Context: an optimization exercise on an open-source flow, tuned for small area, a short achievable clock period and few clock cycles per item. The choices shown serve that exercise and are no tape-out recipe. Where RTL was checked, it was by simulation tests only, not by an equivalence proof against the original.

== onyx ==
## initialization
module initialization(
    input [127:0] key,
    input [127:0] nonce,
    input clk,
    input rst,
    input start,
    output reg finish,
    output reg [319:0] state
 );
   localparam [63:0] IV = 64'h00001000808c0001;
   reg        busy;
   reg [3:0]  rnd;
   reg        last;    
   wire [127:0] kx = last ? key : 128'd0;
   wire [319:0] nxt;
   Perm P(.S(state), .rnd(rnd), .k3(kx[127:64]), .k4(kx[63:0]), .S_out(nxt));
   always @(posedge clk) begin
      if (rst) begin
         busy   <= 1'b0;
         finish <= 1'b0;
      end else if (start && !busy) begin
         busy   <= 1'b1;
         finish <= 1'b0;
      end else if (busy && last) begin
         busy   <= 1'b0;
         finish <= 1'b1;
      end
   end
   always @(posedge clk) begin
      if (start && !busy) begin
         state <= {IV, key, nonce};
         rnd   <= 4'd0;
         last  <= 1'b0;
      end else if (busy) begin
         state <= nxt;
         rnd   <= rnd + 4'd1;
         last  <= (rnd == 4'd10);
      end
   end
endmodule
Size: roughly 5800 cells after synthesis, roughly 0.035 sq mm of cells after synthesis.
export LEC_CHECK = 0
export ABC_AREA = 1
export CAP_MARGIN = 20
export CORE_MARGIN = 2
export CORE_UTILIZATION = 35
export SLEW_MARGIN = 20
create_clock -name core_clock -period 5.0 [get_ports {clk}]
run.sh (not shown) runs the stock make flow with config.mk's settings and CLKGATE_MAP_FILE= SYNTH_SCRIPT=/design/flow/synth_recipe.tcl, a recipe that flattens the netlist after the stock synthesis.
onyx closes out successfully: all stages finished, all timing, DRC and antenna checks passed.
[inputs] indigo vs onyx
- removing ABC_AREA (formerly 1)
==> comparison <==
Both conditions hold for onyx: the flow ran to the end and the final layout passed the timing, design-rule and antenna checks. The final layout from indigo, which completed every stage, passed the timing, design-rule and antenna checks at the end of the flow. On final cycle utilization of the critical path: indigo sits below onyx. Compared with onyx, indigo shows a number of tap instances that is 122 lower. Delta (indigo minus onyx): core utilization up 1.0 points. Comparing onyx and indigo, the higher data required time at the worst endpoint was measured on onyx. Cell with the largest stage delay on the worst path: sky130_fd_sc_hd__xor2_1 -> onyx, sky130_fd_sc_hd__xnor2_1 -> indigo. Measured against each other, onyx and indigo differ in synthesized cell count, the lower figure coming from indigo. Against onyx, indigo comes in about 20% lower on number of filler instances in the final layout.
--- input diff indigo..fjord ---
- an added SETUP_SLACK_MARGIN of 2.5
- a change of CORE_UTILIZATION from 35 to 55
==> flow/flow/run.sh (new file) <==
#!/bin/bash
set -euo pipefail
export BUFFER_PORTS_ARGS="-buffer_cell sky130_fd_sc_hd__buf_2"
bash standard.sh > standard.log 2>&1
==> flow/standard.sh (new file) <==
#!/bin/bash
# synth_recipe.tcl (not shown) runs the flow's synth.tcl, then flattens the netlist and writes it again
# the make line also repeats each setting of config.mk as NAME=value (left out here)
make -C /OpenROAD-flow-scripts/flow DESIGN_CONFIG=/design/flow/config.mk WORK_HOME=/design/flow/orfs CLKGATE_MAP_FILE= SYNTH_SCRIPT=/design/flow/synth_recipe.tcl "${@:-finish}"
removed: flow/run.sh
==> results.txt <==
Slack of the critical path on fjord is up relative to indigo.
fjord vs indigo: clock buffer instance count of the final layout up
Compared indigo against fjord; clock-pin slew of the registers on the worst-case setup and hold paths within noise.
Here is what was changed in the inputs of harbor compared with fjord.
- CORE_UTILIZATION changed from 55 to 35
==> comparison <==
harbor went all the way through synthesis, placement and routing and the layout is clean on timing, DRC and antenna.
Per the comparison of harbor with fjord, met2 capacity usage during global routing lower, floorplan die height higher, sequential share of layout area lower, utilization lower.
No functional check of the RTL was part of any run of this note.


Setup of main:
initialization, a different RTL version from the one above (not shown whole).
Size: ~2700 cells after synthesis, roughly 340 flip-flops, ~580 I/O pins.
Settings: LEC_CHECK=0, CAP_MARGIN=20, CORE_MARGIN=2, CORE_UTILIZATION=35, SETUP_SLACK_MARGIN=2.4, SLEW_MARGIN=20; clock period 5.0 ns.
standard.sh (not shown) runs the stock make flow with config.mk's settings and CLKGATE_MAP_FILE= SYNTH_SCRIPT=/design/flow/synth_recipe.tcl, a recipe that flattens the netlist after the stock synthesis.
==> flow/flow/run.sh <==
#!/bin/bash
set -euo pipefail
export BUFFER_PORTS_ARGS="-buffer_cell sky130_fd_sc_hd__buf_2"
bash standard.sh > standard.log 2>&1
For the feature branch, these inputs were changed with respect to main:
-- flow/config.mk --
<<< main, line 9
export CORE_MARGIN = 2
export CORE_UTILIZATION = 35
export SETUP_SLACK_MARGIN = 2.4
export SLEW_MARGIN = 20
>>> the feature branch, line 9
export CORE_MARGIN = 2
export CORE_UTILIZATION = 35
export SETUP_SLACK_MARGIN = 2.2
export SLEW_MARGIN = 20
### Flow results
Sort the feature branch and main by maximum frequency asc -> top: the feature branch. The feature branch — final-layout clock buffer total about 7% lower, main as reference. state[184] as the end of the critical path was reported by the feature branch, and state[268] by main. Changes observed in the feature branch relative to main: post-layout utilization of the core shrank by 6.2 points; post-route worst setup slack shrank by 0.16 ns; global-route usage shrank by 0.72 points; wire length of the first global-routing pass shrank by about 2.4%. The feature branch -> main: synthesized-area fraction occupied by and/or/nand/nor cells delta 0, exact match. Summary of the feature branch over main: met2 layer usage reported by global route saw a decrease.
Function was not checked in any run of this note: the RTL went through the layout flow alone.


Setup of red:
Another version of the RTL of initialization (not shown whole).
Size in the first run: about 2,800 cells after synthesis, about 330 flip-flops, ~580 I/O pins, ~31,000 um2 of cells after synthesis.
Settings: LEC_CHECK=0, CAP_MARGIN=20, CORE_MARGIN=2, CORE_UTILIZATION=35, CTS_CLUSTER_DIAMETER=80, CTS_CLUSTER_SIZE=40, GPL_ROUTABILITY_DRIVEN=0, SETUP_SLACK_MARGIN=2.5, SLEW_MARGIN=20; clock period 5.0 ns.
==> flow/flow/run.sh <==
#!/bin/bash
set -euo pipefail
here=$(cd "$(dirname "$0")" && pwd)
export BUFFER_PORTS_ARGS="-buffer_cell sky130_fd_sc_hd__buf_2"
export PRE_GLOBAL_ROUTE_TCL="$here/pre_grt.tcl"
export RECOVER_POWER=100
bash standard.sh > standard.log 2>&1
==> flow/flow/pre_grt.tcl <==
# Sourced before global routing. ORFS's recover_power_helper downsizes gates on
# paths with positive slack; run it against a setup uncertainty equal to the
# design's current setup slack, so that only gates off the critical paths are
# downsized and the worst slack at the design's clock is kept.
rename recover_power_helper my_orig_recover_power_helper
proc recover_power_helper { } {
  set ws [worst_slack -max]
  if { $ws <= 0 } { return }
  puts "recover_power_helper: setup uncertainty $ws ns while downsizing"
  set_clock_uncertainty -setup $ws [all_clocks]
  my_orig_recover_power_helper
  unset_clock_uncertainty -setup [all_clocks]
  puts "recover_power_helper: worst slack after downsizing [worst_slack -max]"
}
red: all stages complete, timing, DRC and antenna checks passed
Testbench counts of red, summed over its fixed seeds: cycles 5,000, items 384.
What blue does differently from red at the input level:
- changing CORE_UTILIZATION from 35 to 55
- changing SETUP_SLACK_MARGIN from 2.5 to 2.55
- setting PLACE_DENSITY to 0.65 for the first time
==> flow/flow/run.sh <==
#!/bin/bash
set -euo pipefail
export BUFFER_PORTS_ARGS="-buffer_cell sky130_fd_sc_hd__buf_2"
bash standard.sh > standard.log 2>&1
removed: flow/flow/pre_grt.tcl
Findings:
Compared with red, blue improves worst slew slack as a fraction of its limit.
Taking blue as 1.0, red lands at 2.1 on final-layout fill cell count.
[blue] die area fell 33,000 um2 relative to red
Per the comparison of blue with red, count of pins on the block boundary now sits at about the same level; required time of the worst setup path now sits lower.
Edits applied to the flow inputs when going from blue to green:
- changing CORE_UTILIZATION from 55 to 35
- changing SETUP_SLACK_MARGIN from 2.55 to 2.6
- removing PLACE_DENSITY (formerly 0.65)
==> flow/flow/run.sh <==
#!/bin/bash
set -euo pipefail
here=$(cd "$(dirname "$0")" && pwd)
export BUFFER_PORTS_ARGS="-buffer_cell sky130_fd_sc_hd__buf_2"
export PRE_GLOBAL_ROUTE_TCL="$here/pre_grt.tcl"
export RECOVER_POWER=100
bash standard.sh > standard.log 2>&1
==> flow/flow/pre_grt.tcl (new file) <==
# Sourced before global routing. ORFS's recover_power_helper downsizes gates on
# paths with positive slack; run it against a setup uncertainty equal to the
# design's current setup slack, so that only gates off the critical paths are
# downsized and the worst slack at the design's clock is kept.
rename recover_power_helper my_orig_recover_power_helper
proc recover_power_helper { } {
  set ws [worst_slack -max]
  if { $ws <= 0 } { return }
  puts "recover_power_helper: setup uncertainty $ws ns while downsizing"
  set_clock_uncertainty -setup $ws [all_clocks]
  my_orig_recover_power_helper
  unset_clock_uncertainty -setup [all_clocks]
  puts "recover_power_helper: worst slack after downsizing [worst_slack -max]"
}
[summary]
- The worst clock skew of green is lower than that of blue.
- rnd[0]$_SDFFCE_PN0P_ as the critical path startpoint was reported by green, and state[231]$_DFFE_PP_ by blue.
- Total length of routed met3 wires (lower): green
- Compared with blue, green shows via count that has gone down by a few percent.


initialization again, from the RTL that the note above started with.
clock: 5.0 ns
lec_check: 0
cap_margin: 20
core_margin: 2
core_utilization: 35
setup_slack_margin: 2.5
slew_margin: 20
tns_end_percent: 5
==> flow/flow/run.sh <==
#!/bin/bash
set -euo pipefail
export BUFFER_PORTS_ARGS="-buffer_cell sky130_fd_sc_hd__buf_2"
bash standard.sh > standard.log 2>&1
The baseline finished clean.
Testbench counts at the start, summed over its fixed seeds: cycles 5,000, items 384.
Next try:
- CAP_MARGIN: 20 -> 0
- CTS_CLUSTER_DIAMETER: unset -> 80
- CTS_CLUSTER_SIZE: unset -> 40
- GPL_ROUTABILITY_DRIVEN: unset -> 0
- SETUP_SLACK_MARGIN: 2.5 -> 2.55
- SLEW_MARGIN: 20 -> 0
- TNS_END_PERCENT: 5 -> unset
Utilization grows by 2.0 points.
Final area increases by a few percent.
Cell count increases slightly.
Global-route usage barely changes.
Synthesized area stays the same.
Via count rose slightly.
Critical path depth went up by 1.
Clock skew fell by 0.0051 ns.
Setup slack improved by 0.30 ns.
Next try:
- CAP_MARGIN: 0 -> 20
- CORE_UTILIZATION: 35 -> 65
- PLACE_DENSITY: unset -> 0.75
- SLEW_MARGIN: 0 -> 20
=> First-iteration DRC count is higher by 51%. Die area is lower by 46%. Wire length is lower by 11%. Final area is lower by about 2.4%. Core utilization is higher by 37 points. Synthesized area stays the same.
Next try:
- CORE_UTILIZATION: 65 -> 35
- PLACE_DENSITY: 0.75 -> unset
- SETUP_SLACK_MARGIN: 2.55 -> 2.6
=> Synthesized cell count is unchanged. Fmax came out higher by 6.1%. Critical path depth went up by 1.
Next try:
--- a/flow/flow/run.sh
+++ b/flow/flow/run.sh
@@ -2,0 +3 @@
+here=$(cd "$(dirname "$0")" && pwd)
@@ -3,0 +5 @@
+export POST_SYNTH_TCL="$here/post_synth.tcl"
==> flow/flow/post_synth.tcl (new file) <==
# Sourced after the synthesized netlist is loaded (POST_SYNTH hook). Splits
# each 3-input XOR/XNOR cell into two 2-input cells; the input with the least
# slack goes to the second cell, so the late signal passes one gate only.
proc my_split_xor3 { } {
  set db [ord::get_db]
  set block [ord::get_db_block]
  set xor2 [$db findMaster sky130_fd_sc_hd__xor2_1]
  set xnor2 [$db findMaster sky130_fd_sc_hd__xnor2_1]
  set todo {}
  foreach cell [get_cells -hierarchical *] {
    set m [get_property $cell ref_name]
    if { ![regexp {^sky130_fd_sc_hd__x(n?)or3_[0-9]+$} $m -> isn] } { continue }
    set ins {}
    foreach p {A B C} {
      set s [get_property [get_pins -of_objects $cell -filter "lib_pin_name==$p"] slack_max]
      if { ![string is double -strict $s] } { set s 1e30 }
      lappend ins [list $p $s]
    }
    # least slack last
    set ins [lsort -real -decreasing -index 1 $ins]
    lappend todo [list [sta::sta_to_db_inst $cell] $isn [lindex $ins 0 0] [lindex $ins 1 0] [lindex $ins 2 0]]
  }
  set n 0
  foreach t $todo {
    lassign $t inst isn p1 p2 p3
    set name [$inst getName]
    set n1 [[$inst findITerm $p1] getNet]
    set n2 [[$inst findITerm $p2] getNet]
    set n3 [[$inst findITerm $p3] getNet]
    set nx [[$inst findITerm X] getNet]
    odb::dbInst_destroy $inst
    set mid [odb::dbNet_create $block "${name}_xs"]
    set i1 [odb::dbInst_create $block $xor2 "${name}_xa"]
    [$i1 findITerm A] connect $n1
    [$i1 findITerm B] connect $n2
    [$i1 findITerm X] connect $mid
    if { $isn eq "n" } {
      set i2 [odb::dbInst_create $block $xnor2 "${name}_xb"]
      [$i2 findITerm Y] connect $nx
    } else {
      set i2 [odb::dbInst_create $block $xor2 "${name}_xb"]
      [$i2 findITerm X] connect $nx
    }
    [$i2 findITerm A] connect $mid
    [$i2 findITerm B] connect $n3
    incr n
  }
  puts "my_split_xor3: split $n cells"
}
my_split_xor3
- SETUP_SLACK_MARGIN: 2.6 -> 2.55
Result: Non-clock buffer count came out lower by 40. Critical path depth is unchanged. Via count came out higher slightly. Cell count came out higher by a few percent. Worst hold slack degrades by 0.046 ns. Wire length came out lower slightly. Clock skew came out higher by 0.0084 ns. Utilization came out higher by 0.20 points. Register-to-register slack degrades by 0.05 ns. Synthesized area came out lower by a few percent.

port drivers added, routing unchanged:
The flow's constraints put no driver on any port. The routed layouts listed below were extracted and timed again, unchanged, in two steps.
Step 1 sets driving cells, clkbuf_16 on the clock port and buf_2 on the other inputs (assumed; they add their load-dependent delay and slew).
Step 2 times the ports against the registers' clock, not the clock port: input delays grow and output delays shrink by t, the midpoint of the rising clock arrivals with the driver on.
Slacks: ideal / step 1 / step 2; pairs: ideal / step 1.
| run | shift t [ns] | setup slack, ns | worst setup path after step 2 | worst register clock-pin slew, ns | pins driven straight from the clock port |
|---|---|---|---|---|---|
| onyx | 0.717 | 1.628 / 1.628 / 1.563 | input to register | 0.08 / 0.08 | 1 |
| indigo | 0.661 | 1.878 / 1.878 / 1.571 | input to register | 0.07 / 0.07 | 1 |
| fjord | 0.655 | 2.344 / 2.344 / 1.912 | input to register | 0.07 / 0.07 | 1 |
| harbor | 0.661 | 2.352 / 2.352 / 1.801 | input to register | 0.07 / 0.07 | 1 |
| main | 0.674 | 2.311 / 2.311 / 1.910 | input to register | 0.07 / 0.07 | 1 |
| the feature branch | 0.670 | 2.146 / 2.146 / 1.764 | input to register | 0.07 / 0.07 | 1 |
| red | 0.688 | 2.350 / 2.350 / 2.136 | input to register | 0.09 / 0.09 | 1 |
| blue | 0.647 | 2.364 / 2.364 / 2.362 | input to register | 0.10 / 0.10 | 1 |
| green | 0.681 | 2.326 / 2.326 / 2.203 | input to register | 0.09 / 0.09 | 1 |
| the first run of note 4 | 0.657 | 2.124 / 2.124 / 2.124 | register to register | 0.06 / 0.06 | 1 |
| the second run of note 4 | 0.692 | 2.426 / 2.426 / 2.253 | input to register | 0.10 / 0.10 | 1 |
| the third run of note 4 | 0.689 | 2.331 / 2.331 / 2.059 | input to register | 0.09 / 0.09 | 1 |
| the fourth run of note 4 | 0.683 | 2.486 / 2.480 / 2.334 | input to register | 0.09 / 0.09 | 1 |
| the fifth run of note 4 | 0.651 | 2.434 / 2.434 / 2.211 | input to register | 0.08 / 0.08 | 1 |
After both steps every run listed still meets setup and hold. The setup slack of harbor, which loses most, moves by 0.000 ns with the drivers and by -0.551 ns with both steps.
